What follows belongs to an exercise in optimizing a design on an open flow for small area; a production flow would make more cautious choices. Function was checked by simulation only, so behaviour that the tests miss may differ from the original. No activity file was given, so power comes from the tool's default toggle rates.

$ cat design/flow/config.mk
export PLATFORM = sky130hd
export DESIGN_NAME = boxing_top
export DESIGN_NICKNAME = boxing_top
export VERILOG_FILES = /design/flow/design.v
export SDC_FILE = /design/flow/constraint.sdc
export NUM_CORES = 4
export LEC_CHECK = 0
export ABC_AREA = 1
export CAP_MARGIN = 20
export CORE_MARGIN = 2
export CORE_UTILIZATION = 60
export SLEW_MARGIN = 20
export BUFFER_PORTS_ARGS = -buffer_cell sky130_fd_sc_hd__buf_1
export RECOVER_POWER = 100
export CTS_ARGS = -sink_clustering_enable -repair_clock_nets -dont_use_dummy_load -buf_list sky130_fd_sc_hd__clkbuf_4 -sink_clustering_size 16 -sink_clustering_max_diameter 100
$ cat design/flow/constraint.sdc
create_clock -name core_clock -period 10.0 [get_ports {clk}]
set_input_delay 2.0000 -clock core_clock [delete_from_list [all_inputs] [get_ports {clk}]]
set_output_delay 2.0000 -clock core_clock [all_outputs]
set_load 0.01 [all_outputs]
$ cat design/flow/design.v
module boxing_top(clk, rst_n, ps2k_clk, ps2k_data, state1, state2, led1, led2, p1_tens, p1_ones, p2_tens, p2_ones, win);
  input clk;
  wire clk;
  input rst_n;
  wire rst_n;
  input ps2k_clk;
  wire ps2k_clk;
  input ps2k_data;
  wire ps2k_data;
  output [1:0] state1;
  wire [1:0] state1;
  output [1:0] state2;
  wire [1:0] state2;
  output [4:0] led1;
  wire [4:0] led1;
  output [4:0] led2;
  wire [4:0] led2;
  output [3:0] p1_tens;
  wire [3:0] p1_tens;
  output [3:0] p1_ones;
  wire [3:0] p1_ones;
  output [3:0] p2_tens;
  wire [3:0] p2_tens;
  output [3:0] p2_ones;
  wire [3:0] p2_ones;
  output win;
  wire win;
  reg [1:0] act1;
  reg [1:0] act2;
  reg brk;
  reg [2:0] cd;
  reg [3:0] cnt;
  reg [2:0] lc1;
  reg [2:0] lc2;
  reg [3:0] num;
  reg [2:0] ph;
  reg [4:0] pt;
  reg r0;
  reg r1;
  reg r2;
  reg [2:0] rl;
  reg [1:0] sd1;
  reg [1:0] sd2;
  reg [3:0] tmp;
  reg [4:0] \u_p1.d ;
  wire [2:0] \u_p1.f ;
  reg \u_p1.nw ;
  reg [2:0] \u_p1.o ;
  reg \u_p1.trig ;
  reg [4:0] \u_p2.d ;
  wire [2:0] \u_p2.f ;
  reg \u_p2.nw ;
  reg [2:0] \u_p2.o ;
  reg \u_p2.trig ;
  reg vs;
  wire xg0;
  wire xg1;
  wire xg10;
  wire xg100;
  wire xg101;
  wire xg102;
  wire xg103;
  wire xg104;
  wire xg105;
  wire xg106;
  wire xg107;
  wire xg108;
  wire xg109;
  wire xg11;
  wire xg110;
  wire xg111;
  wire xg112;
  wire xg113;
  wire xg114;
  wire xg115;
  wire xg116;
  wire xg117;
  wire xg118;
  wire xg119;
  wire xg12;
  wire xg120;
  wire xg121;
  wire xg122;
  wire xg123;
  wire xg124;
  wire xg125;
  wire xg126;
  wire xg127;
  wire xg128;
  wire xg129;
  wire xg13;
  wire xg130;
  wire xg131;
  wire xg132;
  wire xg133;
  wire xg134;
  wire xg135;
  wire xg136;
  wire xg137;
  wire xg138;
  wire xg139;
  wire xg14;
  wire xg140;
  wire xg141;
  wire xg142;
  wire xg143;
  wire xg144;
  wire xg145;
  wire xg146;
  wire xg147;
  wire xg148;
  wire xg149;
  wire xg15;
  wire xg150;
  wire xg151;
  wire xg152;
  wire xg153;
  wire xg154;
  wire xg155;
  wire xg156;
  wire xg157;
  wire xg158;
  wire xg159;
  wire xg16;
  wire xg160;
  wire xg161;
  wire xg162;
  wire xg163;
  wire xg164;
  wire xg165;
  wire xg166;
  wire xg167;
  wire xg168;
  wire xg169;
  wire xg17;
  wire xg170;
  wire xg171;
  wire xg172;
  wire xg173;
  wire xg174;
  wire xg175;
  wire xg176;
  wire xg177;
  wire xg178;
  wire xg179;
  wire xg18;
  wire xg180;
  wire xg181;
  wire xg182;
  wire xg183;
  wire xg184;
  wire xg185;
  wire xg186;
  wire xg187;
  wire xg188;
  wire xg189;
  wire xg19;
  wire xg190;
  wire xg191;
  wire xg192;
  wire xg193;
  wire xg194;
  wire xg195;
  wire xg196;
  wire xg197;
  wire xg198;
  wire xg199;
  wire xg2;
  wire xg20;
  wire xg200;
  wire xg201;
  wire xg202;
  wire xg203;
  wire xg204;
  wire xg205;
  wire xg206;
  wire xg207;
  wire xg208;
  wire xg209;
  wire xg21;
  wire xg210;
  wire xg211;
  wire xg212;
  wire xg213;
  wire xg214;
  wire xg215;
  wire xg216;
  wire xg217;
  wire xg218;
  wire xg219;
  wire xg22;
  wire xg220;
  wire xg221;
  wire xg222;
  wire xg223;
  wire xg224;
  wire xg225;
  wire xg226;
  wire xg227;
  wire xg228;
  wire xg229;
  wire xg23;
  wire xg230;
  wire xg231;
  wire xg232;
  wire xg233;
  wire xg234;
  wire xg235;
  wire xg236;
  wire xg237;
  wire xg238;
  wire xg239;
  wire xg24;
  wire xg240;
  wire xg241;
  wire xg242;
  wire xg243;
  wire xg244;
  wire xg245;
  wire xg246;
  wire xg247;
  wire xg248;
  wire xg249;
  wire xg25;
  wire xg250;
  wire xg251;
  wire xg252;
  wire xg253;
  wire xg254;
  wire xg255;
  wire xg256;
  wire xg257;
  wire xg258;
  wire xg259;
  wire xg26;
  wire xg260;
  wire xg261;
  wire xg262;
  wire xg263;
  wire xg264;
  wire xg265;
  wire xg266;
  wire xg267;
  wire xg268;
  wire xg269;
  wire xg27;
  wire xg270;
  wire xg271;
  wire xg272;
  wire xg273;
  wire xg274;
  wire xg275;
  wire xg276;
  wire xg277;
  wire xg278;
  wire xg279;
  wire xg28;
  wire xg280;
  wire xg281;
  wire xg282;
  wire xg283;
  wire xg284;
  wire xg285;
  wire xg286;
  wire xg287;
  wire xg288;
  wire xg289;
  wire xg29;
  wire xg290;
  wire xg291;
  wire xg292;
  wire xg293;
  wire xg294;
  wire xg295;
  wire xg296;
  wire xg297;
  wire xg298;
  wire xg299;
  wire xg3;
  wire xg30;
  wire xg300;
  wire xg301;
  wire xg302;
  wire xg303;
  wire xg304;
  wire xg305;
  wire xg306;
  wire xg307;
  wire xg308;
  wire xg309;
  wire xg31;
  wire xg310;
  wire xg311;
  wire xg312;
  wire xg313;
  wire xg314;
  wire xg315;
  wire xg316;
  wire xg317;
  wire xg318;
  wire xg319;
  wire xg32;
  wire xg320;
  wire xg321;
  wire xg322;
  wire xg323;
  wire xg324;
  wire xg325;
  wire xg326;
  wire xg327;
  wire xg328;
  wire xg329;
  wire xg33;
  wire xg330;
  wire xg331;
  wire xg332;
  wire xg333;
  wire xg334;
  wire xg335;
  wire xg336;
  wire xg337;
  wire xg338;
  wire xg339;
  wire xg34;
  wire xg340;
  wire xg341;
  wire xg342;
  wire xg343;
  wire xg344;
  wire xg345;
  wire xg346;
  wire xg347;
  wire xg348;
  wire xg349;
  wire xg35;
  wire xg350;
  wire xg351;
  wire xg352;
  wire xg353;
  wire xg354;
  wire xg355;
  wire xg356;
  wire xg357;
  wire xg358;
  wire xg359;
  wire xg36;
  wire xg360;
  wire xg361;
  wire xg362;
  wire xg363;
  wire xg364;
  wire xg365;
  wire xg366;
  wire xg367;
  wire xg368;
  wire xg369;
  wire xg37;
  wire xg370;
  wire xg371;
  wire xg372;
  wire xg373;
  wire xg374;
  wire xg375;
  wire xg376;
  wire xg377;
  wire xg378;
  wire xg379;
  wire xg38;
  wire xg380;
  wire xg381;
  wire xg382;
  wire xg383;
  wire xg384;
  wire xg385;
  wire xg386;
  wire xg387;
  wire xg388;
  wire xg389;
  wire xg39;
  wire xg390;
  wire xg391;
  wire xg392;
  wire xg393;
  wire xg394;
  wire xg395;
  wire xg396;
  wire xg397;
  wire xg398;
  wire xg399;
  wire xg4;
  wire xg40;
  wire xg400;
  wire xg401;
  wire xg402;
  wire xg403;
  wire xg404;
  wire xg405;
  wire xg406;
  wire xg407;
  wire xg408;
  wire xg409;
  wire xg41;
  wire xg410;
  wire xg411;
  wire xg412;
  wire xg413;
  wire xg414;
  wire xg415;
  wire xg416;
  wire xg417;
  wire xg418;
  wire xg419;
  wire xg42;
  wire xg420;
  wire xg421;
  wire xg422;
  wire xg423;
  wire xg424;
  wire xg425;
  wire xg426;
  wire xg427;
  wire xg428;
  wire xg429;
  wire xg43;
  wire xg430;
  wire xg431;
  wire xg432;
  wire xg433;
  wire xg434;
  wire xg435;
  wire xg436;
  wire xg437;
  wire xg438;
  wire xg439;
  wire xg44;
  wire xg440;
  wire xg441;
  wire xg442;
  wire xg443;
  wire xg444;
  wire xg445;
  wire xg446;
  wire xg447;
  wire xg448;
  wire xg449;
  wire xg45;
  wire xg450;
  wire xg451;
  wire xg452;
  wire xg453;
  wire xg454;
  wire xg455;
  wire xg456;
  wire xg457;
  wire xg458;
  wire xg459;
  wire xg46;
  wire xg460;
  wire xg461;
  wire xg462;
  wire xg463;
  wire xg464;
  wire xg465;
  wire xg466;
  wire xg467;
  wire xg468;
  wire xg469;
  wire xg47;
  wire xg470;
  wire xg471;
  wire xg472;
  wire xg473;
  wire xg474;
  wire xg475;
  wire xg476;
  wire xg477;
  wire xg478;
  wire xg479;
  wire xg48;
  wire xg480;
  wire xg481;
  wire xg482;
  wire xg483;
  wire xg484;
  wire xg485;
  wire xg486;
  wire xg487;
  wire xg488;
  wire xg489;
  wire xg49;
  wire xg490;
  wire xg491;
  wire xg492;
  wire xg493;
  wire xg494;
  wire xg495;
  wire xg496;
  wire xg497;
  wire xg498;
  wire xg499;
  wire xg5;
  wire xg50;
  wire xg500;
  wire xg501;
  wire xg502;
  wire xg503;
  wire xg504;
  wire xg505;
  wire xg506;
  wire xg507;
  wire xg508;
  wire xg509;
  wire xg51;
  wire xg510;
  wire xg511;
  wire xg512;
  wire xg513;
  wire xg514;
  wire xg515;
  wire xg516;
  wire xg517;
  wire xg518;
  wire xg519;
  wire xg52;
  wire xg520;
  wire xg521;
  wire xg522;
  wire xg523;
  wire xg524;
  wire xg525;
  wire xg526;
  wire xg527;
  wire xg528;
  wire xg529;
  wire xg53;
  wire xg530;
  wire xg531;
  wire xg532;
  wire xg533;
  wire xg534;
  wire xg535;
  wire xg536;
  wire xg537;
  wire xg538;
  wire xg539;
  wire xg54;
  wire xg55;
  wire xg56;
  wire xg57;
  wire xg58;
  wire xg59;
  wire xg6;
  wire xg60;
  wire xg61;
  wire xg62;
  wire xg63;
  wire xg64;
  wire xg65;
  wire xg66;
  wire xg67;
  wire xg68;
  wire xg69;
  wire xg7;
  wire xg70;
  wire xg71;
  wire xg72;
  wire xg73;
  wire xg74;
  wire xg75;
  wire xg76;
  wire xg77;
  wire xg78;
  wire xg79;
  wire xg8;
  wire xg80;
  wire xg81;
  wire xg82;
  wire xg83;
  wire xg84;
  wire xg85;
  wire xg86;
  wire xg87;
  wire xg88;
  wire xg89;
  wire xg9;
  wire xg90;
  wire xg91;
  wire xg92;
  wire xg93;
  wire xg94;
  wire xg95;
  wire xg96;
  wire xg97;
  wire xg98;
  wire xg99;
  assign xg519 = 4'h1 >> { xg147, xg248 };
  assign xg518 = 4'h2 >> { xg247, xg288 };
  assign xg517 = 4'h1 >> { xg518, xg144 };
  assign xg516 = 4'h4 >> { xg517, xg519 };
  assign xg515 = 4'h8 >> { xg516, xg533 };
  assign xg514 = 4'h1 >> { xg515, xg520 };
  assign xg513 = 4'h4 >> { xg514, xg523 };
  assign xg398 = 4'hd >> { xg513, rst_n };
  assign xg512 = 4'h8 >> { xg169, xg183 };
  assign xg511 = 4'h8 >> { xg512, brk };
  assign xg510 = 4'h1 >> { xg512, tmp[3] };
  assign xg509 = 4'h2 >> { xg510, rst_n };
  assign xg397 = 4'h4 >> { xg509, xg511 };
  assign xg508 = 4'h1 >> { xg185, cd[0] };
  assign xg507 = 4'h1 >> { xg182, xg209 };
  assign xg506 = 4'h1 >> { xg507, xg206 };
  assign xg505 = 4'h2 >> { xg506, xg185 };
  assign xg504 = 4'h4 >> { xg222, ps2k_data };
  assign xg503 = 4'h2 >> { xg504, xg505 };
  assign xg396 = 4'h1 >> { xg503, xg508 };
  assign xg502 = 4'h4 >> { xg161, cd[0] };
  assign xg501 = 4'h8 >> { xg502, brk };
  assign xg443 = 4'h1 >> { xg502, tmp[2] };
  assign xg444 = 4'h2 >> { xg443, rst_n };
  assign xg395 = 4'h4 >> { xg444, xg501 };
  assign xg445 = 4'h2 >> { xg505, cd[2] };
  assign xg446 = 4'h8 >> { xg503, xg222 };
  assign xg394 = 4'he >> { xg446, xg445 };
  assign xg447 = 4'h8 >> { xg161, cd[0] };
  assign xg448 = 4'h8 >> { xg447, brk };
  assign xg449 = 4'h1 >> { xg447, tmp[1] };
  assign xg450 = 4'h2 >> { xg449, rst_n };
  assign xg393 = 4'h4 >> { xg450, xg448 };
  assign xg451 = 4'h1 >> { xg178, cnt[0] };
  assign xg392 = 4'hd >> { xg451, rst_n };
  assign xg452 = 4'h4 >> { xg248, pt[1] };
  assign xg453 = 4'h2 >> { xg452, xg149 };
  assign xg454 = 4'h1 >> { xg453, xg355 };
  assign xg455 = 4'h8 >> { xg454, xg533 };
  assign xg456 = 4'h1 >> { xg455, pt[0] };
  assign xg457 = 4'h8 >> { xg530, sd1[1] };
  assign xg458 = 4'h1 >> { xg457, pt[0] };
  assign xg459 = 4'h2 >> { xg458, xg455 };
  assign xg460 = 4'h8 >> { xg131, xg308 };
  assign xg461 = 4'h2 >> { xg460, rst_n };
  assign xg462 = 4'h4 >> { xg461, xg459 };
  assign xg391 = 4'h4 >> { xg462, xg456 };
  assign xg463 = 4'h1 >> { ph[0], ph[1] };
  assign xg464 = 4'h2 >> { xg153, rst_n };
  assign xg390 = 4'h4 >> { xg464, xg463 };
  assign xg389 = 4'h4 >> { rst_n, ph[0] };
  assign xg465 = 4'h4 >> { rl[2], rl[0] };
  assign xg466 = 4'h4 >> { xg157, xg159 };
  assign xg388 = 4'h4 >> { xg466, xg465 };
  assign xg467 = 4'h2 >> { xg361, rst_n };
  assign xg387 = 4'hb >> { xg467, xg179 };
  assign xg468 = 4'h8 >> { xg187, num[1] };
  assign xg469 = 4'h2 >> { xg468, rst_n };
  assign xg470 = 4'h8 >> { num[1], num[3] };
  assign xg471 = 4'h2 >> { xg470, xg187 };
  assign xg472 = 4'h1 >> { xg471, num[0] };
  assign xg473 = 4'h8 >> { xg187, num[0] };
  assign xg474 = 4'h2 >> { xg473, rst_n };
  assign xg384 = 4'h4 >> { xg474, xg472 };
  assign xg475 = 4'h1 >> { xg384, xg469 };
  assign xg476 = 4'h4 >> { rst_n, num[3] };
  assign xg477 = 4'h8 >> { xg476, xg475 };
  assign xg478 = 4'h1 >> { xg477, num[2] };
  assign xg479 = 4'h8 >> { xg475, num[2] };
  assign xg386 = 4'h1 >> { xg479, xg478 };
  assign xg480 = 4'h1 >> { xg473, num[1] };
  assign xg385 = 4'h1 >> { xg480, xg475 };
  assign xg481 = 4'h1 >> { xg82, \u_p1.o [2] };
  assign xg383 = 4'h2 >> { xg481, xg78 };
  assign xg482 = 4'h4 >> { xg109, \u_p1.f [0] };
  assign xg483 = 4'h1 >> { xg482, xg316 };
  assign xg484 = 4'h1 >> { xg483, xg324 };
  assign xg485 = 4'h8 >> { xg99, \u_p1.d [3] };
  assign xg486 = 4'h2 >> { xg357, \u_p1.d [4] };
  assign xg487 = 4'h1 >> { xg486, xg485 };
  assign xg382 = 4'hb >> { xg487, xg484 };
  assign xg488 = 4'h2 >> { xg357, lc1[2] };
  assign xg489 = 4'h8 >> { xg357, \u_p1.o [2] };
  assign xg381 = 4'he >> { xg489, xg488 };
  assign xg490 = 4'h2 >> { xg357, \u_p1.nw  };
  assign xg380 = 4'he >> { xg490, xg316 };
  assign xg379 = 4'h8 >> { state1[1], rst_n };
  assign xg491 = 4'h2 >> { xg120, \u_p1.trig  };
  assign xg492 = 4'h4 >> { \u_p1.o [2], \u_p1.trig  };
  assign xg493 = 4'h4 >> { xg492, lc1[2] };
  assign xg494 = 4'h8 >> { xg493, xg120 };
  assign xg495 = 4'h1 >> { xg494, xg491 };
  assign xg378 = 4'h2 >> { xg495, rst_n };
  assign xg496 = 4'h1 >> { cd[0], cd[1] };
  assign xg497 = 4'h4 >> { xg496, cd[2] };
  assign xg498 = 4'h8 >> { xg470, rst_n };
  assign xg377 = 4'h4 >> { xg498, xg497 };
  assign xg499 = 4'h8 >> { xg469, num[3] };
  assign xg500 = 4'h8 >> { xg477, num[2] };
  assign xg376 = 4'he >> { xg500, xg499 };
  always @(posedge clk)
    sd2[1] <= xg407;
  always @(posedge clk)
    rl[0] <= xg388;
  always @(posedge clk)
    \u_p2.nw  <= xg408;
  always @(posedge clk)
    lc2[2] <= xg409;
  always @(posedge clk)
    \u_p2.d [4] <= xg410;
  always @(posedge clk)
    \u_p2.o [2] <= xg411;
  always @(posedge clk)
    \u_p1.nw  <= xg380;
  always @(posedge clk)
    \u_p2.o [1] <= xg412;
  always @(posedge clk)
    ph[0] <= xg389;
  always @(posedge clk)
    \u_p2.d [0] <= xg413;
  always @(posedge clk)
    \u_p2.d [1] <= xg414;
  always @(posedge clk)
    \u_p2.d [2] <= xg415;
  always @(posedge clk)
    \u_p2.d [3] <= xg416;
  always @(posedge clk)
    lc2[0] <= xg417;
  always @(posedge clk)
    lc2[1] <= xg418;
  reg xg1115;
  always @(posedge clk)
    xg1115 <= xg419;
  assign \u_p2.f [0] = xg1115;
  always @(posedge clk)
    ph[1] <= xg390;
  assign xg372 = 4'h2 >> { sd2[0], sd2[1] };
  always @(posedge clk)
    sd2[0] <= xg420;
  always @(posedge clk)
    pt[0] <= xg391;
  always @(posedge clk)
    \u_p1.o [0] <= xg421;
  always @(posedge clk)
    lc1[2] <= xg381;
  always @(posedge clk)
    \u_p1.o [1] <= xg422;
  always @(posedge clk)
    cnt[0] <= xg392;
  always @(posedge clk)
    \u_p1.d [0] <= xg423;
  always @(posedge clk)
    \u_p1.d [1] <= xg424;
  always @(posedge clk)
    \u_p1.d [2] <= xg425;
  always @(posedge clk)
    \u_p1.d [3] <= xg426;
  always @(posedge clk)
    lc1[0] <= xg427;
  assign xg373 = 4'h4 >> { xg374, lc2[1] };
  always @(posedge clk)
    lc1[1] <= xg428;
  reg xg1131;
  always @(posedge clk)
    xg1131 <= xg429;
  assign \u_p1.f [0] = xg1131;
  always @(posedge clk)
    tmp[1] <= xg393;
  always @(posedge clk)
    sd1[0] <= xg430;
  always @(posedge clk)
    \u_p1.d [4] <= xg382;
  always @(posedge clk)
    pt[4] <= xg431;
  always @(posedge clk)
    cd[2] <= xg394;
  always @(posedge clk)
    ph[2] <= xg432;
  always @(posedge clk)
    rl[1] <= xg433;
  assign xg375 = 4'h2 >> { lc2[2], sd2[0] };
  always @(posedge clk)
    tmp[2] <= xg395;
  always @(posedge clk)
    brk <= xg434;
  always @(posedge clk)
    \u_p1.o [2] <= xg383;
  always @(posedge clk)
    tmp[0] <= xg435;
  always @(posedge clk)
    cd[0] <= xg396;
  always @(posedge clk)
    cnt[3] <= xg436;
  always @(posedge clk)
    act1[1] <= xg437;
  always @(posedge clk)
    tmp[3] <= xg397;
  always @(posedge clk)
    act2[1] <= xg438;
  always @(posedge clk)
    \u_p1.trig  <= xg378;
  always @(posedge clk)
    cd[1] <= xg439;
  always @(posedge clk)
    pt[1] <= xg398;
  always @(posedge clk)
    r0 <= xg440;
  assign xg374 = 4'h1 >> { lc2[0], lc2[2] };
  always @(posedge clk)
    r1 <= xg441;
  always @(posedge clk)
    r2 <= xg442;
  always @(posedge clk)
    num[0] <= xg384;
  always @(posedge clk)
    rl[2] <= xg399;
  always @(posedge clk)
    pt[2] <= xg400;
  always @(posedge clk)
    num[3] <= xg376;
  always @(posedge clk)
    pt[3] <= xg401;
  always @(posedge clk)
    num[1] <= xg385;
  always @(posedge clk)
    act2[0] <= xg402;
  always @(posedge clk)
    sd1[1] <= xg379;
  assign xg371 = 4'h4 >> { xg372, xg373 };
  assign xg370 = 4'h1 >> { xg371, xg375 };
  always @(posedge clk)
    act1[0] <= xg403;
  always @(posedge clk)
    num[2] <= xg386;
  always @(posedge clk)
    cnt[1] <= xg404;
  always @(posedge clk)
    \u_p2.o [0] <= xg405;
  always @(posedge clk)
    vs <= xg377;
  always @(posedge clk)
    \u_p2.trig  <= xg406;
  always @(posedge clk)
    cnt[2] <= xg387;
  assign xg369 = 4'h4 >> { lc2[1], sd2[1] };
  assign xg368 = 4'h8 >> { xg369, lc2[0] };
  assign xg367 = 4'h8 >> lc2[1:0];
  assign xg366 = 4'h8 >> { sd2[0], sd2[1] };
  assign xg365 = 4'h4 >> { xg366, xg367 };
  assign xg364 = 4'h1 >> { xg365, xg368 };
  assign xg363 = 4'h4 >> { xg364, xg370 };
  assign xg362 = 4'h1 >> cnt[1:0];
  assign xg361 = 4'h2 >> { xg362, cnt[2] };
  assign xg360 = 4'h4 >> { cnt[3], cnt[1] };
  assign xg359 = 4'h8 >> { xg360, xg361 };
  assign led2[1] = 4'he >> { xg359, xg363 };
  assign xg358 = 4'h2 >> { ph[2], ph[0] };
  assign xg357 = 4'h4 >> { xg358, ph[1] };
  assign xg356 = 4'h4 >> { sd2[0], \u_p2.f [0] };
  assign xg355 = 4'h1 >> { sd2[0], sd2[1] };
  assign xg354 = 4'h4 >> { xg355, \u_p2.f [0] };
  assign xg353 = 4'h1 >> { xg354, \u_p2.nw  };
  assign xg352 = 4'h8 >> { xg353, \u_p2.trig  };
  assign xg351 = 4'h1 >> act2;
  assign xg350 = 4'h2 >> { xg351, xg354 };
  assign xg349 = 4'h1 >> { sd2[1], \u_p2.trig  };
  assign xg348 = 4'h8 >> { xg349, xg356 };
  assign xg347 = 4'h8 >> { xg348, xg351 };
  assign xg346 = 4'h1 >> { xg347, xg350 };
  assign xg345 = 4'h4 >> { xg346, xg352 };
  assign xg344 = 4'h2 >> { xg345, xg356 };
  assign xg343 = 4'h8 >> { xg344, xg357 };
  assign xg342 = 4'h2 >> { \u_p2.nw , \u_p2.trig  };
  assign xg341 = 4'h8 >> { xg342, xg357 };
  assign xg340 = 4'h8 >> { xg341, sd2[1] };
  assign xg339 = 4'h4 >> { xg357, sd2[1] };
  assign xg338 = 4'h2 >> { \u_p2.f [0], act2[0] };
  assign xg337 = 4'h8 >> { xg338, xg339 };
  assign xg336 = 4'h1 >> { xg337, sd2[0] };
  assign xg335 = 4'h4 >> { xg336, xg340 };
  assign state2[0] = 4'h1 >> { xg335, xg343 };
  assign xg334 = 4'h1 >> { act1[1], \u_p1.trig  };
  assign xg333 = 4'h2 >> { xg334, sd1[0] };
  assign xg332 = 4'h1 >> { \u_p1.f [0], act1[0] };
  assign xg331 = 4'h4 >> { xg332, xg333 };
  assign xg330 = 4'h8 >> { xg331, act1[1] };
  assign xg329 = 4'h2 >> { \u_p1.nw , \u_p1.trig  };
  assign xg328 = 4'h8 >> { xg329, sd1[0] };
  assign xg327 = 4'h2 >> { xg328, sd1[1] };
  assign xg326 = 4'h8 >> { xg328, \u_p1.f [0] };
  assign xg325 = 4'h1 >> { xg326, xg327 };
  assign xg324 = 4'h4 >> { xg325, xg330 };
  assign xg323 = 4'h8 >> { xg324, xg331 };
  assign xg322 = 4'h1 >> { \u_p1.f [0], sd1[1] };
  assign xg321 = 4'h4 >> { xg322, sd1[0] };
  assign xg320 = 4'h1 >> { xg321, xg329 };
  assign xg319 = 4'h2 >> { xg320, xg323 };
  assign xg318 = 4'h4 >> { xg320, xg323 };
  assign xg317 = 4'h1 >> { xg318, xg319 };
  assign xg316 = 4'h8 >> { xg317, xg357 };
  assign xg315 = 4'h2 >> { sd1[0], sd1[1] };
  assign xg314 = 4'h8 >> { xg321, act1[0] };
  assign xg313 = 4'h1 >> { xg314, xg315 };
  assign xg312 = 4'h2 >> { xg313, xg316 };
  assign xg311 = 4'h8 >> { xg316, xg325 };
  assign xg310 = 4'h2 >> { xg311, sd1[0] };
  assign state1[0] = 4'he >> { xg310, xg312 };
  assign xg309 = 4'h4 >> pt[4:3];
  assign xg308 = 4'h4 >> { xg309, pt[2] };
  assign p1_tens[1] = 4'h2 >> { xg308, pt[4] };
  assign xg307 = 4'h1 >> pt[2:1];
  assign xg306 = 4'h8 >> { xg307, xg309 };
  assign xg305 = 4'h2 >> pt[4:3];
  assign xg304 = 4'h4 >> { xg305, pt[1] };
  assign xg303 = 4'h2 >> { pt[4], pt[2] };
  assign xg302 = 4'h4 >> { xg303, xg304 };
  assign p1_ones[2] = 4'he >> { xg302, xg306 };
  assign p1_ones[0] = 4'h2 >> { p1_tens[1], pt[0] };
  assign xg301 = 4'h4 >> { xg375, lc2[1] };
  assign xg300 = 4'h2 >> { xg374, sd2[0] };
  assign xg299 = 4'h2 >> { xg300, lc2[1] };
  assign xg298 = 4'h1 >> { xg299, xg301 };
  assign xg297 = 4'h8 >> { lc2[0], sd2[1] };
  assign xg296 = 4'h4 >> { xg297, xg298 };
  assign xg295 = 4'h8 >> { xg372, lc2[2] };
  assign xg294 = 4'h1 >> { xg295, xg359 };
  assign xg293 = 4'h4 >> { xg375, sd2[1] };
  assign xg292 = 4'h8 >> { xg293, xg373 };
  assign xg291 = 4'h2 >> { xg292, xg294 };
  assign led2[3] = 4'hb >> { xg291, xg296 };
  assign xg290 = 4'h8 >> { xg315, lc1[2] };
  assign xg289 = 4'h1 >> { xg290, xg359 };
  assign xg288 = 4'h4 >> { sd1[0], sd1[1] };
  assign xg287 = 4'h4 >> { xg288, lc1[2] };
  assign xg286 = 4'h4 >> { xg287, lc1[1] };
  assign xg285 = 4'h1 >> { lc1[0], lc1[2] };
  assign xg284 = 4'h2 >> { xg285, sd1[0] };
  assign xg283 = 4'h2 >> { xg284, sd1[1] };
  assign xg282 = 4'h8 >> { xg283, lc1[1] };
  assign xg281 = 4'h1 >> { xg282, xg286 };
  assign led1[2] = 4'h7 >> { xg281, xg289 };
  assign xg280 = 4'h4 >> { lc1[0], sd1[1] };
  assign xg279 = 4'h2 >> { lc1[2], sd1[0] };
  assign xg278 = 4'h4 >> { xg279, lc1[1] };
  assign xg277 = 4'h4 >> { xg278, xg280 };
  assign xg276 = 4'h4 >> { xg277, xg283 };
  assign xg275 = 4'h8 >> { lc1[0], lc1[1] };
  assign xg274 = 4'h8 >> { xg275, xg315 };
  assign xg273 = 4'h2 >> { xg274, xg289 };
  assign led1[3] = 4'hb >> { xg273, xg276 };
  assign xg272 = 4'h2 >> { xg375, sd2[1] };
  assign xg271 = 4'h2 >> { xg293, xg294 };
  assign led2[0] = 4'hb >> { xg271, xg272 };
  assign xg270 = 4'h4 >> { xg285, lc1[1] };
  assign xg269 = 4'h2 >> { xg270, xg315 };
  assign xg268 = 4'h1 >> { xg269, xg279 };
  assign xg267 = 4'h4 >> { xg275, sd1[1] };
  assign xg266 = 4'h8 >> { sd1[0], sd1[1] };
  assign xg265 = 4'h4 >> { xg266, xg275 };
  assign xg264 = 4'h1 >> { xg265, xg267 };
  assign xg263 = 4'h4 >> { xg264, xg268 };
  assign led1[1] = 4'he >> { xg263, xg359 };
  assign xg262 = 4'h2 >> { xg279, sd1[1] };
  assign xg261 = 4'h2 >> { xg287, xg289 };
  assign led1[0] = 4'hb >> { xg261, xg262 };
  assign xg260 = 4'h1 >> { xg293, xg299 };
  assign xg259 = 4'h1 >> { xg260, xg369 };
  assign led2[2] = 4'hd >> { xg259, xg294 };
  assign xg258 = 4'h1 >> pt[1:0];
  assign xg257 = 4'h4 >> { xg258, pt[3] };
  assign xg256 = 4'h2 >> { xg257, p1_tens[1] };
  assign win = 4'h4 >> { xg257, p1_ones[2] };
  assign xg255 = 4'h4 >> { win, pt[2] };
  assign p2_tens[1] = 4'he >> { xg255, xg256 };
  assign xg254 = 4'h8 >> pt[1:0];
  assign xg253 = 4'h1 >> { xg254, pt[2] };
  assign xg252 = 4'h2 >> { xg253, pt[3] };
  assign xg251 = 4'h1 >> { xg252, pt[4] };
  assign p2_tens[0] = 4'h4 >> { xg251, p2_tens[1] };
  assign xg250 = 4'h8 >> { xg270, sd1[0] };
  assign led1[4] = 4'hd >> { xg250, xg261 };
  assign xg249 = 4'h1 >> pt[4:3];
  assign xg248 = 4'h4 >> { xg249, pt[2] };
  assign xg247 = 4'h1 >> { xg254, xg258 };
  assign xg246 = 4'h8 >> { xg247, xg248 };
  assign xg245 = 4'h8 >> { xg249, pt[1] };
  assign xg244 = 4'h4 >> { xg305, xg307 };
  assign p1_tens[0] = 4'he >> { xg244, xg308 };
  assign xg243 = 4'h4 >> { p1_tens[0], pt[1] };
  assign p1_ones[1] = 4'he >> { xg243, xg245 };
  assign xg242 = 4'h8 >> { p1_ones[1], pt[0] };
  assign xg241 = 4'h1 >> { xg242, p1_ones[2] };
  assign xg240 = 4'h1 >> { xg253, pt[4] };
  assign xg239 = 4'h8 >> { xg240, xg241 };
  assign p2_ones[3] = 4'he >> { xg239, xg246 };
  assign xg238 = 4'h8 >> { xg242, p1_ones[2] };
  assign p2_ones[2] = 4'h1 >> { xg238, xg241 };
  assign xg237 = 4'h2 >> { xg324, xg357 };
  assign xg236 = 4'h2 >> { xg357, sd1[1] };
  assign state1[1] = 4'he >> { xg236, xg237 };
  assign xg235 = 4'h2 >> { xg247, p2_tens[0] };
  assign xg234 = 4'h4 >> { xg247, p2_tens[1] };
  assign xg233 = 4'h4 >> { xg234, p2_tens[0] };
  assign p2_ones[1] = 4'he >> { xg233, xg235 };
  assign xg232 = 4'h4 >> { xg301, lc2[0] };
  assign led2[4] = 4'hd >> { xg232, xg271 };
  assign xg231 = 4'h1 >> { xg304, xg308 };
  assign p1_ones[3] = 4'h1 >> { xg231, xg243 };
  assign xg230 = 4'h2 >> { xg357, sd2[1] };
  assign xg229 = 4'h1 >> { \u_p2.f [0], act2[0] };
  assign xg228 = 4'h1 >> { xg229, sd2[0] };
  assign xg227 = 4'h1 >> { xg228, xg345 };
  assign xg226 = 4'h1 >> { xg227, sd2[1] };
  assign xg225 = 4'h1 >> { xg226, xg344 };
  assign xg224 = 4'h8 >> { xg225, xg357 };
  assign state2[1] = 4'he >> { xg224, xg230 };
  assign xg442 = 4'h8 >> { r1, rst_n };
  assign xg441 = 4'h8 >> { r0, rst_n };
  assign xg440 = 4'h8 >> { ps2k_clk, rst_n };
  assign xg223 = 4'h1 >> num[2:1];
  assign xg222 = 4'h8 >> { xg223, num[0] };
  assign xg221 = 4'h4 >> { xg222, num[3] };
  assign xg220 = 4'h4 >> { cd[0], num[0] };
  assign xg219 = 4'h8 >> { xg220, cd[2] };
  assign xg218 = 4'h2 >> { xg219, num[1] };
  assign xg217 = 4'h1 >> { xg218, cd[1] };
  assign xg216 = 4'h2 >> { xg217, num[2] };
  assign xg215 = 4'h1 >> { cd[0], num[1] };
  assign xg214 = 4'h2 >> { cd[1], num[0] };
  assign xg213 = 4'h1 >> { xg214, xg215 };
  assign xg212 = 4'h1 >> { xg213, cd[2] };
  assign xg211 = 4'h4 >> cd[2:1];
  assign xg210 = 4'h4 >> num[1:0];
  assign xg209 = 4'h8 >> { xg210, xg211 };
  assign xg208 = 4'h1 >> { xg209, num[2] };
  assign xg207 = 4'h4 >> { xg208, xg212 };
  assign xg206 = 4'h1 >> { xg207, xg216 };
  assign xg205 = 4'h2 >> num[2:1];
  assign xg204 = 4'h8 >> { xg205, xg220 };
  assign xg203 = 4'h2 >> { cd[0], num[0] };
  assign xg202 = 4'h1 >> { xg203, num[1] };
  assign xg201 = 4'h2 >> { xg220, num[2] };
  assign xg200 = 4'h4 >> { xg201, xg202 };
  assign xg199 = 4'h1 >> { xg200, xg204 };
  assign xg198 = 4'h2 >> cd[2:1];
  assign xg197 = 4'h4 >> { xg198, xg199 };
  assign xg196 = 4'h1 >> { xg197, xg206 };
  assign xg195 = 4'h4 >> { xg196, ps2k_data };
  assign xg194 = 4'h2 >> { num[0], num[3] };
  assign xg193 = 4'h2 >> { xg194, xg223 };
  assign xg192 = 4'h2 >> { xg196, ps2k_data };
  assign xg191 = 4'h1 >> { xg192, xg193 };
  assign xg190 = 4'h4 >> { xg191, xg195 };
  assign xg189 = 4'h1 >> { xg190, xg221 };
  assign xg188 = 4'h2 >> { xg223, num[3] };
  assign xg187 = 4'h2 >> { r1, r2 };
  assign xg186 = 4'h4 >> { xg187, xg188 };
  assign xg185 = 4'h4 >> { xg186, xg189 };
  assign xg184 = 4'h2 >> { cd[2], cd[0] };
  assign xg183 = 4'h4 >> { xg184, cd[1] };
  assign xg182 = 4'h8 >> { xg183, xg205 };
  assign xg181 = 4'h2 >> { xg182, xg185 };
  assign xg180 = 4'h1 >> { xg185, cd[1] };
  assign xg439 = 4'h1 >> { xg180, xg181 };
  assign xg179 = 4'h4 >> { xg362, cnt[2] };
  assign xg178 = 4'h4 >> { xg179, cnt[3] };
  assign xg177 = 4'h4 >> { xg178, tmp[1] };
  assign xg176 = 4'h1 >> { xg178, act2[1] };
  assign xg175 = 4'h2 >> { xg176, rst_n };
  assign xg438 = 4'h4 >> { xg175, xg177 };
  assign xg174 = 4'h4 >> { xg178, tmp[3] };
  assign xg173 = 4'h1 >> { xg178, act1[1] };
  assign xg172 = 4'h2 >> { xg173, rst_n };
  assign xg437 = 4'h4 >> { xg172, xg174 };
  assign xg171 = 4'h2 >> { xg178, rst_n };
  assign xg170 = 4'h2 >> { xg179, cnt[3] };
  assign xg436 = 4'hd >> { xg170, xg171 };
  assign xg169 = 4'h8 >> rl[1:0];
  assign xg168 = 4'h8 >> { xg169, xg184 };
  assign xg167 = 4'h8 >> { xg168, cd[1] };
  assign xg166 = 4'h8 >> { xg167, brk };
  assign xg165 = 4'h1 >> { xg167, tmp[0] };
  assign xg164 = 4'h2 >> { xg165, rst_n };
  assign xg435 = 4'h4 >> { xg164, xg166 };
  assign xg163 = 4'h2 >> { xg168, rst_n };
  assign xg162 = 4'h1 >> { xg169, brk };
  assign xg161 = 4'h8 >> { xg169, xg211 };
  assign xg160 = 4'h1 >> { xg161, xg162 };
  assign xg434 = 4'h8 >> { xg160, xg163 };
  assign xg159 = 4'h2 >> { rl[2], rl[0] };
  assign xg158 = 4'h8 >> { xg159, rl[1] };
  assign xg157 = 4'h8 >> { rst_n, vs };
  assign xg156 = 4'h1 >> { xg159, rl[1] };
  assign xg155 = 4'h2 >> { xg156, xg157 };
  assign xg433 = 4'h4 >> { xg155, xg158 };
  assign xg154 = 4'h8 >> { xg358, ph[1] };
  assign xg153 = 4'h8 >> { ph[0], ph[1] };
  assign xg152 = 4'h2 >> { xg153, ph[2] };
  assign xg151 = 4'h1 >> { xg152, xg154 };
  assign xg432 = 4'h2 >> { xg151, rst_n };
  assign xg150 = 4'h8 >> { xg247, sd1[1] };
  assign xg149 = 4'h1 >> { sd1[0], sd1[1] };
  assign xg148 = 4'h4 >> { xg149, pt[1] };
  assign xg147 = 4'h1 >> { xg148, xg150 };
  assign xg146 = 4'h4 >> { xg147, xg258 };
  assign xg145 = 4'h8 >> { xg266, \u_p1.nw  };
  assign xg144 = 4'h8 >> { xg145, xg154 };
  assign xg143 = 4'h1 >> { xg144, xg146 };
  assign xg142 = 4'h8 >> { xg366, \u_p2.nw  };
  assign xg141 = 4'h8 >> { xg142, xg154 };
  assign xg140 = 4'h4 >> { xg141, pt[2] };
  assign xg139 = 4'h8 >> { xg140, xg143 };
  assign xg138 = 4'h8 >> { xg139, xg309 };
  assign xg137 = 4'h2 >> { xg138, rst_n };
  assign xg136 = 4'h8 >> { sd2[1], pt[0] };
  assign xg135 = 4'h1 >> { xg136, pt[1] };
  assign xg134 = 4'h1 >> { sd2[1], pt[0] };
  assign xg133 = 4'h8 >> { xg134, sd2[0] };
  assign xg132 = 4'h1 >> { xg133, xg135 };
  assign xg131 = 4'h8 >> { xg132, xg144 };
  assign xg130 = 4'h8 >> { xg131, pt[2] };
  assign xg129 = 4'h8 >> { xg130, pt[3] };
  assign xg128 = 4'h1 >> { xg129, pt[4] };
  assign xg127 = 4'h8 >> { xg129, pt[4] };
  assign xg126 = 4'h1 >> { xg127, xg128 };
  assign xg431 = 4'h8 >> { xg126, xg137 };
  assign xg430 = 4'h8 >> { state1[0], rst_n };
  assign xg125 = 4'h2 >> { xg322, xg357 };
  assign xg124 = 4'h2 >> { xg125, xg329 };
  assign xg123 = 4'h2 >> { xg329, \u_p1.f [0] };
  assign xg122 = 4'h1 >> { xg123, xg124 };
  assign xg121 = 4'h4 >> { xg122, xg323 };
  assign xg120 = 4'h2 >> { xg321, xg357 };
  assign xg119 = 4'h1 >> { xg120, \u_p1.f [0] };
  assign xg118 = 4'h2 >> { xg119, rst_n };
  assign xg429 = 4'h4 >> { xg118, xg121 };
  assign xg117 = 4'h2 >> { xg357, lc1[1] };
  assign xg116 = 4'h8 >> { xg357, \u_p1.o [1] };
  assign xg428 = 4'he >> { xg116, xg117 };
  assign xg115 = 4'h2 >> { xg357, lc1[0] };
  assign xg114 = 4'h8 >> { xg357, \u_p1.o [0] };
  assign xg427 = 4'he >> { xg114, xg115 };
  assign xg113 = 4'h1 >> { \u_p1.d [4], \u_p1.d [2] };
  assign xg112 = 4'h1 >> { \u_p1.d [3], \u_p1.d [1] };
  assign xg111 = 4'h8 >> { xg112, xg113 };
  assign xg110 = 4'h8 >> { xg111, \u_p1.d [0] };
  assign xg109 = 4'h8 >> { xg110, xg357 };
  assign xg108 = 4'h4 >> { xg266, \u_p1.f [0] };
  assign xg107 = 4'h2 >> { xg108, xg109 };
  assign xg106 = 4'h4 >> { xg107, xg317 };
  assign xg105 = 4'h1 >> { xg106, xg311 };
  assign xg104 = 4'h1 >> { xg328, \u_p1.f [0] };
  assign xg103 = 4'h4 >> { xg104, xg323 };
  assign xg102 = 4'h4 >> { xg103, xg105 };
  assign xg101 = 4'h8 >> { xg102, xg324 };
  assign xg100 = 4'h2 >> { xg357, \u_p1.d [3] };
  assign xg99 = 4'h2 >> { xg317, xg357 };
  assign xg98 = 4'h8 >> { xg99, \u_p1.d [2] };
  assign xg97 = 4'h1 >> { xg98, xg100 };
  assign xg426 = 4'hb >> { xg97, xg101 };
  assign xg96 = 4'h2 >> { xg357, \u_p1.d [2] };
  assign xg95 = 4'h8 >> { xg99, \u_p1.d [1] };
  assign xg94 = 4'h1 >> { xg95, xg96 };
  assign xg425 = 4'hb >> { xg94, xg102 };
  assign xg93 = 4'h2 >> { xg111, \u_p1.d [0] };
  assign xg92 = 4'h8 >> { xg93, xg99 };
  assign xg91 = 4'h2 >> { xg357, \u_p1.d [1] };
  assign xg90 = 4'h1 >> { xg91, xg92 };
  assign xg424 = 4'hb >> { xg90, xg102 };
  assign xg89 = 4'h8 >> { \u_p1.d [4], \u_p1.d [2] };
  assign xg88 = 4'h1 >> { xg89, xg113 };
  assign xg87 = 4'h8 >> { xg88, xg99 };
  assign xg86 = 4'h2 >> { xg357, \u_p1.d [0] };
  assign xg85 = 4'h1 >> { xg86, xg87 };
  assign xg423 = 4'h7 >> { xg85, xg105 };
  assign xg84 = 4'h8 >> { xg109, \u_p1.o [0] };
  assign xg83 = 4'h1 >> { xg84, \u_p1.o [1] };
  assign xg82 = 4'h8 >> { xg84, \u_p1.o [1] };
  assign xg81 = 4'h1 >> { xg321, \u_p1.nw  };
  assign xg80 = 4'h2 >> { xg81, xg357 };
  assign xg79 = 4'h8 >> { xg109, \u_p1.o [2] };
  assign xg78 = 4'h1 >> { xg79, xg80 };
  assign xg77 = 4'h4 >> { xg78, xg82 };
  assign xg422 = 4'h4 >> { xg77, xg83 };
  assign xg76 = 4'h1 >> { \u_p1.o [2], \u_p1.o [0] };
  assign xg75 = 4'h1 >> { xg76, \u_p1.nw  };
  assign xg74 = 4'h2 >> { xg75, xg120 };
  assign xg73 = 4'h8 >> { xg74, xg110 };
  assign xg72 = 4'h2 >> { xg109, \u_p1.o [0] };
  assign xg71 = 4'h4 >> { xg72, xg80 };
  assign xg421 = 4'he >> { xg71, xg73 };
  assign xg420 = 4'h8 >> { state2[0], rst_n };
  assign xg70 = 4'h2 >> { xg341, \u_p2.f [0] };
  assign xg69 = 4'h8 >> { xg339, xg344 };
  assign xg68 = 4'h1 >> { xg69, xg70 };
  assign xg419 = 4'h2 >> { xg68, rst_n };
  assign xg67 = 4'h2 >> { xg357, lc2[1] };
  assign xg66 = 4'h8 >> { xg357, \u_p2.o [1] };
  assign xg418 = 4'he >> { xg66, xg67 };
  assign xg65 = 4'h8 >> { xg357, \u_p2.o [0] };
  assign xg64 = 4'h2 >> { xg357, lc2[0] };
  assign xg417 = 4'he >> { xg64, xg65 };
  assign xg63 = 4'h4 >> { \u_p2.d [0], \u_p2.d [1] };
  assign xg62 = 4'h4 >> { xg63, \u_p2.d [3] };
  assign xg61 = 4'h1 >> { \u_p2.d [4], \u_p2.d [2] };
  assign xg60 = 4'h8 >> { xg61, xg62 };
  assign xg59 = 4'h4 >> { xg60, \u_p2.f [0] };
  assign xg58 = 4'h2 >> { xg59, xg345 };
  assign xg57 = 4'h2 >> { xg58, xg357 };
  assign xg56 = 4'h8 >> { xg57, state2[0] };
  assign xg55 = 4'h4 >> { xg56, xg225 };
  assign xg54 = 4'h2 >> { xg357, \u_p2.d [3] };
  assign xg53 = 4'h8 >> { xg345, xg357 };
  assign xg52 = 4'h8 >> { xg53, \u_p2.d [2] };
  assign xg51 = 4'h1 >> { xg52, xg54 };
  assign xg416 = 4'hb >> { xg51, xg55 };
  assign xg50 = 4'h8 >> { xg57, xg225 };
  assign xg49 = 4'h8 >> { xg50, xg335 };
  assign xg48 = 4'h1 >> { xg49, xg55 };
  assign xg47 = 4'h8 >> { xg53, \u_p2.d [1] };
  assign xg46 = 4'h2 >> { xg357, \u_p2.d [2] };
  assign xg45 = 4'h1 >> { xg46, xg47 };
  assign xg415 = 4'h7 >> { xg45, xg48 };
  assign xg44 = 4'h2 >> { xg60, \u_p2.d [0] };
  assign xg43 = 4'h8 >> { xg44, xg53 };
  assign xg42 = 4'h2 >> { xg357, \u_p2.d [1] };
  assign xg41 = 4'h1 >> { xg42, xg43 };
  assign xg414 = 4'h7 >> { xg41, xg48 };
  assign xg40 = 4'h8 >> { xg50, state2[0] };
  assign xg39 = 4'h1 >> { xg357, \u_p2.d [0] };
  assign xg38 = 4'h8 >> { \u_p2.d [4], \u_p2.d [2] };
  assign xg37 = 4'h4 >> { xg61, xg62 };
  assign xg36 = 4'h1 >> { xg37, xg38 };
  assign xg35 = 4'h2 >> { xg36, xg53 };
  assign xg34 = 4'h1 >> { xg35, xg39 };
  assign xg413 = 4'h4 >> { xg34, xg40 };
  assign xg33 = 4'h2 >> { xg60, xg353 };
  assign xg32 = 4'h2 >> { xg33, xg357 };
  assign xg31 = 4'h2 >> { xg32, \u_p2.o [1] };
  assign xg30 = 4'h8 >> { \u_p2.o [0], \u_p2.o [1] };
  assign xg29 = 4'h8 >> { xg60, xg65 };
  assign xg28 = 4'h1 >> { xg29, \u_p2.o [1] };
  assign xg27 = 4'h4 >> { xg353, \u_p2.o [2] };
  assign xg26 = 4'h4 >> { xg27, xg28 };
  assign xg25 = 4'h4 >> { xg26, xg30 };
  assign xg412 = 4'he >> { xg25, xg31 };
  assign xg24 = 4'h2 >> { xg32, \u_p2.o [2] };
  assign xg23 = 4'h2 >> { xg412, xg26 };
  assign xg411 = 4'he >> { xg23, xg24 };
  assign xg22 = 4'h8 >> { xg53, \u_p2.d [3] };
  assign xg21 = 4'h2 >> { xg357, \u_p2.d [4] };
  assign xg20 = 4'h1 >> { xg21, xg22 };
  assign xg410 = 4'hb >> { xg20, xg50 };
  assign xg19 = 4'h2 >> { xg357, lc2[2] };
  assign xg18 = 4'h8 >> { xg357, \u_p2.o [2] };
  assign xg409 = 4'he >> { xg18, xg19 };
  assign xg17 = 4'h1 >> { xg357, \u_p2.nw  };
  assign xg408 = 4'h1 >> { xg17, xg53 };
  assign xg407 = 4'h8 >> { state2[1], rst_n };
  assign xg16 = 4'h2 >> { xg354, xg357 };
  assign xg15 = 4'h2 >> { xg16, \u_p2.trig  };
  assign xg14 = 4'h1 >> { lc2[2], \u_p2.trig  };
  assign xg13 = 4'h8 >> { xg14, \u_p2.o [2] };
  assign xg12 = 4'h8 >> { xg13, xg16 };
  assign xg11 = 4'h1 >> { xg12, xg15 };
  assign xg406 = 4'h2 >> { xg11, rst_n };
  assign xg10 = 4'h2 >> { xg32, \u_p2.o [0] };
  assign xg9 = 4'h1 >> { \u_p2.o [2], \u_p2.o [0] };
  assign xg8 = 4'h1 >> { xg9, \u_p2.nw  };
  assign xg7 = 4'h2 >> { xg8, xg60 };
  assign xg6 = 4'h8 >> { xg7, xg16 };
  assign xg405 = 4'he >> { xg6, xg10 };
  assign xg5 = 4'h8 >> cnt[1:0];
  assign xg4 = 4'h1 >> { xg5, xg362 };
  assign xg404 = 4'h2 >> { xg4, xg171 };
  assign xg3 = 4'h4 >> { xg178, tmp[2] };
  assign xg2 = 4'h1 >> { xg178, act1[0] };
  assign xg1 = 4'h2 >> { xg2, rst_n };
  assign xg403 = 4'h4 >> { xg1, xg3 };
  assign xg0 = 4'h4 >> { xg178, tmp[0] };
  assign xg539 = 4'h1 >> { xg178, act2[0] };
  assign xg538 = 4'h2 >> { xg539, rst_n };
  assign xg402 = 4'h4 >> { xg538, xg0 };
  assign xg537 = 4'h1 >> { xg130, pt[3] };
  assign xg536 = 4'h1 >> { xg537, xg129 };
  assign xg535 = 4'h4 >> { xg536, xg139 };
  assign xg401 = 4'hd >> { xg535, xg137 };
  assign xg534 = 4'h1 >> { xg141, xg144 };
  assign xg533 = 4'h1 >> { xg534, win };
  assign xg532 = 4'h1 >> { xg131, xg143 };
  assign xg531 = 4'h2 >> { xg532, xg533 };
  assign xg530 = 4'h2 >> { xg144, xg248 };
  assign xg529 = 4'h1 >> { xg530, pt[2] };
  assign xg528 = 4'h2 >> { xg529, xg531 };
  assign xg527 = 4'h1 >> { xg531, pt[2] };
  assign xg526 = 4'h2 >> { xg527, rst_n };
  assign xg400 = 4'h4 >> { xg526, xg528 };
  assign xg525 = 4'h1 >> { xg169, rl[2] };
  assign xg399 = 4'h2 >> { xg525, xg157 };
  assign xg524 = 4'h4 >> { xg533, xg133 };
  assign xg523 = 4'h1 >> { xg524, pt[1] };
  assign xg522 = 4'h2 >> { xg308, sd2[1] };
  assign xg521 = 4'h4 >> { xg522, xg247 };
  assign xg520 = 4'h2 >> { xg521, xg131 };
  assign \u_p2.f [2:1] = sd2;
  assign \u_p1.f [2:1] = sd1;
  assign p2_ones[0] = p1_ones[0];
  assign p2_tens[3:2] = 2'h0;
  assign p1_tens[3:2] = 2'h0;
endmodule
$ cat design/flow/flow/run.sh
#!/bin/bash
# Standard ORFS layout with two changes: the port buffers are buf_1 cells
# and clock tree synthesis adds no dummy loads.
set -euo pipefail
cat >> config.mk <<'EOC'
export BUFFER_PORTS_ARGS = -buffer_cell sky130_fd_sc_hd__buf_1
export RECOVER_POWER = 100
export CTS_ARGS = -sink_clustering_enable -repair_clock_nets -dont_use_dummy_load -buf_list sky130_fd_sc_hd__clkbuf_4 -sink_clustering_size 16 -sink_clustering_max_diameter 100
EOC
bash standard.sh finish > standard_flow.log 2>&1
$ cat design/flow/standard.sh
#!/bin/bash
# synth_recipe.tcl (not shown) runs the flow's synth.tcl, then flattens the netlist and writes it again
# the make line also repeats each setting of config.mk as NAME=value (left out here)
make -C /OpenROAD-flow-scripts/flow DESIGN_CONFIG=/design/flow/config.mk WORK_HOME=/design/flow/orfs CLKGATE_MAP_FILE= SYNTH_SCRIPT=/design/flow/synth_recipe.tcl "${@:-finish}"
==> results of run 1 <==
## where the power goes
part	internal, mW	leakage, nW	switching, mW
Sequential	0.293	0.546	0.0205
Clock	0.0417	0.0414	0.0836
Combinational	0.0435	1.06	0.0774
## worst max path at each step
stage                      from    endpoint  depth (start not counted)
2_1_floorplan  pt[3]$_SDFF_PP1_  p2_ones[3]                          8
3_3_place_gp   ph[0]$_SDFF_PN0_   state2[0]                          6
3_5_place_dp   ph[0]$_SDFF_PN0_   state2[0]                          7
4_1_cts        ph[0]$_SDFF_PN0_   state2[0]                          7
5_1_grt        ph[0]$_SDFF_PN0_   state2[0]                          6
6_report       ph[0]$_SDFF_PN0_   state2[0]                          6
## cell usage in the layout, fill, tap and decap left out, types with 3 or more instances in the layout
| master | synthesis | final |
|---|---|---|
| a21oi_1 | 27 | 27 |
| a31oi_1 | 6 | 6 |
| buf_1 | 0 | 29 |
| clkbuf_4 | 0 | 9 |
| conb_1 | 1 | 4 |
| dfxtp_1 | 67 | 67 |
| ha_1 | 6 | 6 |
| inv_1 | 74 | 76 |
| inv_2 | 15 | 11 |
| nand2_1 | 109 | 111 |
| nand2_2 | 6 | 4 |
| nand2_4 | 3 | 3 |
| nand3_1 | 30 | 31 |
| nand3b_1 | 3 | 3 |
| nand4_1 | 13 | 13 |
| nor2_1 | 43 | 44 |
| nor2_2 | 4 | 3 |
| nor3_1 | 12 | 12 |
| o211ai_1 | 5 | 5 |
| o21ai_0 | 51 | 55 |
| o21ai_1 | 5 | 3 |
| o22ai_1 | 3 | 3 |
| o31ai_1 | 5 | 5 |
## worst max-delay path: cells and delay by family (launching register included)
kind,cells,cell delay (ns)
buf+inv,3,1.06
compound gates,1,0.46
simple gates,2,1.07
flops,1,0.38
## per-stage QoR
stage               instance area [sq um]  setup slack, ns  power (mW)
global route                         3880             4.27       0.598
CTS                                  3900             5.57       0.563
finish                               3880             4.64       0.560
floorplan                            3710             6.37       0.411
global placement                     3830             6.11       0.437
detailed placement                   3830             6.00       0.440
## registers in the layout, indices dropped and copies added, names as in the netlist, 2 cells and up
register	count
pt	5
u_p1.d	5
u_p2.d	5
cnt	4
num	4
tmp	4
cd	3
lc1	3
lc2	3
ph	3
rl	3
u_p1.o	3
u_p2.o	3
act1	2
act2	2
sd1	2
sd2	2
## per-layer routing
metal  up-vias  track usage [%]  wire, um
met2       108             40.3      3520
li1       1829                -         -
met3        11             5.33       440
met1      1560             34.3      4010
met4         0             9.34       114
met5         -                0         0
## kinds of logic (layout without fill, tap and decap cells)
family / after synthesis / in the layout / synth area share [%]
and+or+nand+nor: 232 / 232 / 29.0
AOI/OAI and AO/OA: 120 / 120 / 19.2
buffers and inverters: 105 / 130 / 11.8
DFF: 67 / 67 / 36.2
adders and majority gates: 6 / 6 / 2.03
xor gates and xnor gates: 5 / 5 / 1.59
other: 1 / 4 / 0.101
## layout make-up
| class | instances | area share (%) |
|---|---|---|
| multi-input cells | 367 | 49.4 |
| flip-flops and latches | 67 | 34.6 |
| repair buffers | 30 | 2.90 |
| inverters | 91 | 9.00 |
| clock buffers | 9 | 1.74 |
| well taps | 75 | 2.42 |
==> results.py, run 1 <==
metrics = {
    "sta": {
        "finalHoldViolCount": 0,
        "fin_hold_ws_ns": 0.437,
        "fmax_mhz": 187,
        "period_share_pct": 53.6,
        "drv_slew": 0,
        "setup_viol": 0,
        "period_minus_slack_ns": 5.36,
        "grt_setup_unrepaired": "false",
        "slew_headroom_pct": 11.5,
        "setup-tns-final_ns": 0,
        "worst_clock_skew_ns": 0.0289,
        "worst_slew_pin_slew_ns": 1.32,
    },
    "floorplanning": {
        "io_pins": 35,
        "start_util_pct": 62.2,
        "die_width_um": 82.6,
        "rows": 28,
        "die-area_sq_um": 6810,
        "die_y_um": 82.6,
        "core-area_sq_um": 5960,
    },
    "cells_and_area": {
        "layout.nets": 576,
        "multiInputGateArea_sq_um": 1910,
        "area_growth_syn_to_layout_pct": 4.77,
        "fill_cells": 561,
        "final_cells": 639,
        "insertedDiodeCount": 0,
        "final_layout_size_suffix_gt1_share_pct": 7.45,
        "seq_area_sq_um": 1340,
        "postLayoutCoreUtil_pct": 65.1,
    },
    "power": {
        "powerDensity_nw_per_um2": 144,
        "irDropWorstVdd_mv": 0.122,
        "leakagePower_nw": 1.65,
    },
    "detailed_routing": {
        "drc": 0,
        "vias": 3508,
        "detail-route-antenna-nets": 0,
        "drt_first_pass_iters": 5,
        "wl_per_cell_um": 12.7,
        "drt_iter0_markers": 244,
        "avgViaCountPerCell": 5.49,
        "drt_wl_total_um": 8090,
    },
    "setup_path": {
        "reg2reg_depth": 7,
        "slowest_delay_ns": 0.99,
        "arrival_ns": 3.36,
        "cp-start-kind": "register",
        "r2r-end": "u_p2.d[3]$_SDFF_PN1_",
        "cp_slowest_cell": "nor2_1",
        "cp-end-kind": "output pin",
        "crit_required_ns": 8.00,
        "timing.rr.start": "ph[0]$_SDFF_PN0_",
        "path_class": "reg -> out",
        "cp_cell_sequence": "nand2_1 -> nor2_1 -> inv_1 -> o21ai_0 -> clkinv_1 -> buf_1",
        "r2r_slack_ns": 6.81,
        "cp_max_fo": 24,
    },
    "clock_network": {
        "cts_buffers": 9,
        "cts_tree": "yes",
        "clkTransAtPathRegs_ns": 0.10,
        "clock_path_buffers": 2,
        "postCtsSetupBuffers": 0,
        "htreeDepth": 3,
        "cts_resized": 0,
        "cts_sinks": 67,
        "ctsHoldBuffers": 0,
        "clock_latency_ns": 0.42,
        "cts_root_buf": "clkbuf_4",
    },
    "min_path": {
        "whs_path_depth": 2,
        "hold_end": "r1$_SDFF_PN0_",
        "worstHoldStart": "r0$_SDFF_PN0_",
        "hold_class": "reg -> reg",
    },
    "grt": {
        "grt_usage_pct": 25.5,
        "antenna_found_initial": 0,
        "overflow": 0,
        "grt_pass1_wl_um": 13300,
        "first_global_vias": 3007,
        "grt_max_degree": 25,
    },
    "synth": {
        "synth_top_area_share_pct": 36.2,
        "synth_common_cells": "109 x nand2_1, 74 x inv_1, 67 x dfxtp_1",
        "synthTopCellsByArea": "dfxtp_1 36%, nand2_1 11%, inv_1 7.5%, o21ai_0 6.9%, nor2_1 4.4%",
        "ys.flop_type": "dfxtp_1",
        "yosysSeqAreaShare_pct": 36.2,
        "async_flop_share_pct": 0,
        "synth_area_sq_um": 3700,
        "synth_cell_types": 48,
        "syn_inst": 536,
        "yosysTopAreaCell": "dfxtp_1",
        "synth.avg_cell_area_sq_um": 6.91,
        "synth_edf_count": 0,
        "ys_ff_latch": 67,
        "yosysMostFrequentCell": "nand2_1",
        "yosys_warnings": 1,
    },
    "flow_run": {
        "cap_violations": 0,
    },
    "place": {
        "port_buffers": 30,
        "placedCellCount": 630,
        "hpwl_um": 6030,
        "gp_congestion": 0.880,
    },
    "run_status": {
        "status": "complete, no violations",
    },
}
==> run 2, diff against run 1 <==
--- a/design/flow/flow/run.sh
+++ b/design/flow/flow/run.sh
@@ -6,3 +6,2 @@
 export BUFFER_PORTS_ARGS = -buffer_cell sky130_fd_sc_hd__buf_1
-export RECOVER_POWER = 100
 export CTS_ARGS = -sink_clustering_enable -repair_clock_nets -dont_use_dummy_load -buf_list sky130_fd_sc_hd__clkbuf_4 -sink_clustering_size 16 -sink_clustering_max_diameter 100
--- a/design/flow/config.mk
+++ b/design/flow/config.mk
@@ -13,3 +13,2 @@
 export BUFFER_PORTS_ARGS = -buffer_cell sky130_fd_sc_hd__buf_1
-export RECOVER_POWER = 100
 export CTS_ARGS = -sink_clustering_enable -repair_clock_nets -dont_use_dummy_load -buf_list sky130_fd_sc_hd__clkbuf_4 -sink_clustering_size 16 -sink_clustering_max_diameter 100
==> run 2 against run 1 <==
Against the previous run:
- area after synthesis is the same
- sequential share of layout area shrank 0.18 points
- power shrank 0.18%
- combinational power is essentially flat
- first-iteration DRC count shrank 4.1%
- final cell count is the same
- worst hold slack lost 0.0022 ns
- non-clock buffer count is the same
- highest routed layer unchanged
==> results.py, run 2 <==
metrics = {
    "clock_network": {
        "cts_buffers": 9,
        "clock_latency_ns": 0.42,
        "ctsHoldBuffers": 0,
        "cts_sinks": 67,
        "htreeDepth": 3,
        "cts_root_buf": "clkbuf_4",
        "clock_path_buffers": 2,
        "clkTransAtPathRegs_ns": 0.10,
        "cts_tree": "yes",
        "postCtsSetupBuffers": 0,
        "cts_resized": 0,
    },
    "cells_and_area": {
        "mostFrequentLayoutCells": "109 x nand2_1, 74 x inv_1, 67 x dfxtp_1",
        "layout.nets": 576,
        "final_common_cell": "nand2_1",
        "insertedDiodeCount": 0,
        "postLayoutCoreUtil_pct": 65.5,
        "final_layout_size_suffix_gt1_share_pct": 9.22,
        "reg_top3": "pt (5), u_p1.d (5), u_p2.d (5)",
        "area_growth_syn_to_layout_pct": 5.31,
        "fill_cells": 554,
        "final_cells": 639,
    },
    "setup_path": {
        "crit_required_ns": 8.00,
        "path_class": "reg -> out",
        "cp-start-kind": "register",
        "arrival_ns": 2.45,
        "cp-end-kind": "output pin",
        "cp_max_fo": 22,
    },
    "detailed_routing": {
        "wl_per_cell_um": 12.6,
        "avgViaCountPerCell": 5.48,
        "drt_first_pass_iters": 5,
        "drt_wl_total_um": 8070,
        "drt_iter0_markers": 234,
        "detail-route-antenna-nets": 0,
        "vias": 3500,
        "drc": 0,
    },
    "power": {
        "irDropWorstVdd_mv": 0.122,
        "leakagePower_nw": 1.66,
        "powerDensity_nw_per_um2": 143,
    },
    "floorplanning": {
        "start_util_pct": 62.2,
        "rows": 28,
        "core-area_sq_um": 5960,
        "die_width_um": 82.6,
        "io_pins": 35,
        "die_y_um": 82.6,
        "die-area_sq_um": 6810,
    },
    "sta": {
        "fmax_mhz": 225,
        "drv_slew": 0,
        "period_share_pct": 44.5,
        "setup-tns-final_ns": 0,
        "fin_hold_ws_ns": 0.435,
        "worst_clock_skew_ns": 0.0238,
        "finalHoldViolCount": 0,
        "period_minus_slack_ns": 4.45,
        "worst_slew_pin_slew_ns": 0.951,
        "slew_headroom_pct": 36.6,
        "setup_viol": 0,
        "grt_setup_unrepaired": "false",
    },
    "min_path": {
        "hold_class": "reg -> reg",
    },
    "place": {
        "hpwl_um": 6030,
        "port_buffers": 30,
        "placedCellCount": 630,
        "gp_congestion": 0.880,
    },
    "grt": {
        "antenna_found_initial": 0,
        "grt_pass1_wl_um": 13300,
        "overflow": 0,
        "grt_usage_pct": 25.5,
        "grt_max_degree": 25,
        "first_global_vias": 3007,
    },
    "synth": {
        "synth_area_sq_um": 3700,
        "ys.flop_type": "dfxtp_1",
        "yosysSeqAreaShare_pct": 36.2,
        "yosysTopAreaCell": "dfxtp_1",
        "yosysMostFrequentCell": "nand2_1",
        "synth_edf_count": 0,
        "syn_inst": 536,
        "async_flop_share_pct": 0,
        "synth_common_cells": "109 x nand2_1, 74 x inv_1, 67 x dfxtp_1",
        "synthTopCellsByArea": "dfxtp_1 36%, nand2_1 11%, inv_1 7.5%, o21ai_0 6.9%, nor2_1 4.4%",
        "synth.avg_cell_area_sq_um": 6.91,
        "synth_cell_types": 48,
        "yosys_warnings": 1,
        "synth_top_area_share_pct": 36.2,
        "ys_ff_latch": 67,
    },
    "flow_run": {
        "cap_violations": 0,
    },
    "run_status": {
        "status": "complete, no violations",
    },
}
run 2: path summary, 6_finish.rpt:
| kind | from | cells past startpoint | end | slack, ns |
|---|---|---|---|---|
| setup reg to reg | ph[0]$_SDFF_PN0_ | 10 | u_p1.d[2]$_SDFF_PN1_ | 7.56 |
| hold / removal | r0$_SDFF_PN0_ | 2 | r1$_SDFF_PN0_ | 0.43 |
| hold reg to reg | r0$_SDFF_PN0_ | 2 | r1$_SDFF_PN0_ | 0.43 |
| setup / recovery | ph[0]$_SDFF_PN0_ | 7 | state2[0] | 5.55 |
run 2: logic make-up (layout without fill, tap and decap cells):
group / Yosys count / in the layout / share of synthesized area, %
AND/OR/NAND/NOR: 232 / 232 / 29.0
AO/OA/AOI/OAI: 120 / 120 / 19.2
buffers and inverters: 105 / 130 / 11.8
flip-flops: 67 / 67 / 36.2
adder cells (fa/ha/maj): 6 / 6 / 2.03
XOR/XNOR: 5 / 5 / 1.59
other: 1 / 4 / 0.101
run 2: worst max-delay path, stage by stage, from the launching register on:
cell and delay (ns):
dfxtp_1 0.38, nand2_1 0.08, nor2_2 0.66, nand3_1 0.25, o211ai_1 0.32, o21ai_2 0.11, inv_2 0.09, buf_1 0.15
run 2: routing by layer:
metal  track usage (%)  part of all wire [%]  up-vias
met4              9.34                   1.1        0
li1                  -                     -     1824
met2              40.3                    44      113
met3              5.33                   5.6        8
met5                 0                     0        -
met1              34.3                    50     1555
run 2: metrics by stage:
stage | power, mW | area [sq um] | setup WS [ns]
after floorplan | 0.411 | 3710 | 6.37
after global placement | 0.437 | 3830 | 6.11
after detailed placement | 0.440 | 3830 | 6.00
after CTS | 0.563 | 3900 | 5.57
after global routing | 0.599 | 3900 | 5.36
final | 0.559 | 3900 | 5.55
run 2: final cells by class:
type | instances | area [sq um] | share of cell area (%)
inverters | 91 | 349 | 8.95
well taps | 75 | 93.8 | 2.41
multi-input cells | 367 | 1930 | 49.6
flip-flops and latches | 67 | 1340 | 34.4
repair buffers | 30 | 113 | 2.89
clock buffers | 9 | 67.6 | 1.73
run 2: power breakdown:
group | internal, mW | total (mW) | switching, mW | leakage [nW]
combinational | 0.0439 | 0.121 | 0.0775 | 1.07
sequential | 0.293 | 0.314 | 0.0210 | 0.546
clock | 0.0417 | 0.123 | 0.0817 | 0.0414
total | 0.379 | 0.559 | 0.180 | 1.66

port drivers added, routing unchanged:
How much do the figures lean on ideal ports? The routed layouts below were timed once more, with nothing changed but the port constraints.
Step 1, drivers: a clkbuf_16 drives clk and a buf_2 each remaining input, both assumed.
Step 2, shift: input delay + t, output delay - t, t = (earliest + latest rising clock arrival at the registers) / 2. This alone moves slack from input paths to output paths.
Slacks: ideal ports / drivers / drivers and shift; pairs: ideal ports / drivers.
run | t, ns | setup WS [ns] | worst setup path at the end | worst register clock-pin slew, ns
run 1 | 0.434 | 4.639 / 4.611 / 5.046 | register to output | 0.11 / 0.11
run 2 | 0.434 | 5.547 / 5.519 / 5.953 | register to output | 0.11 / 0.11
After both steps setup and hold are still met in every run listed.
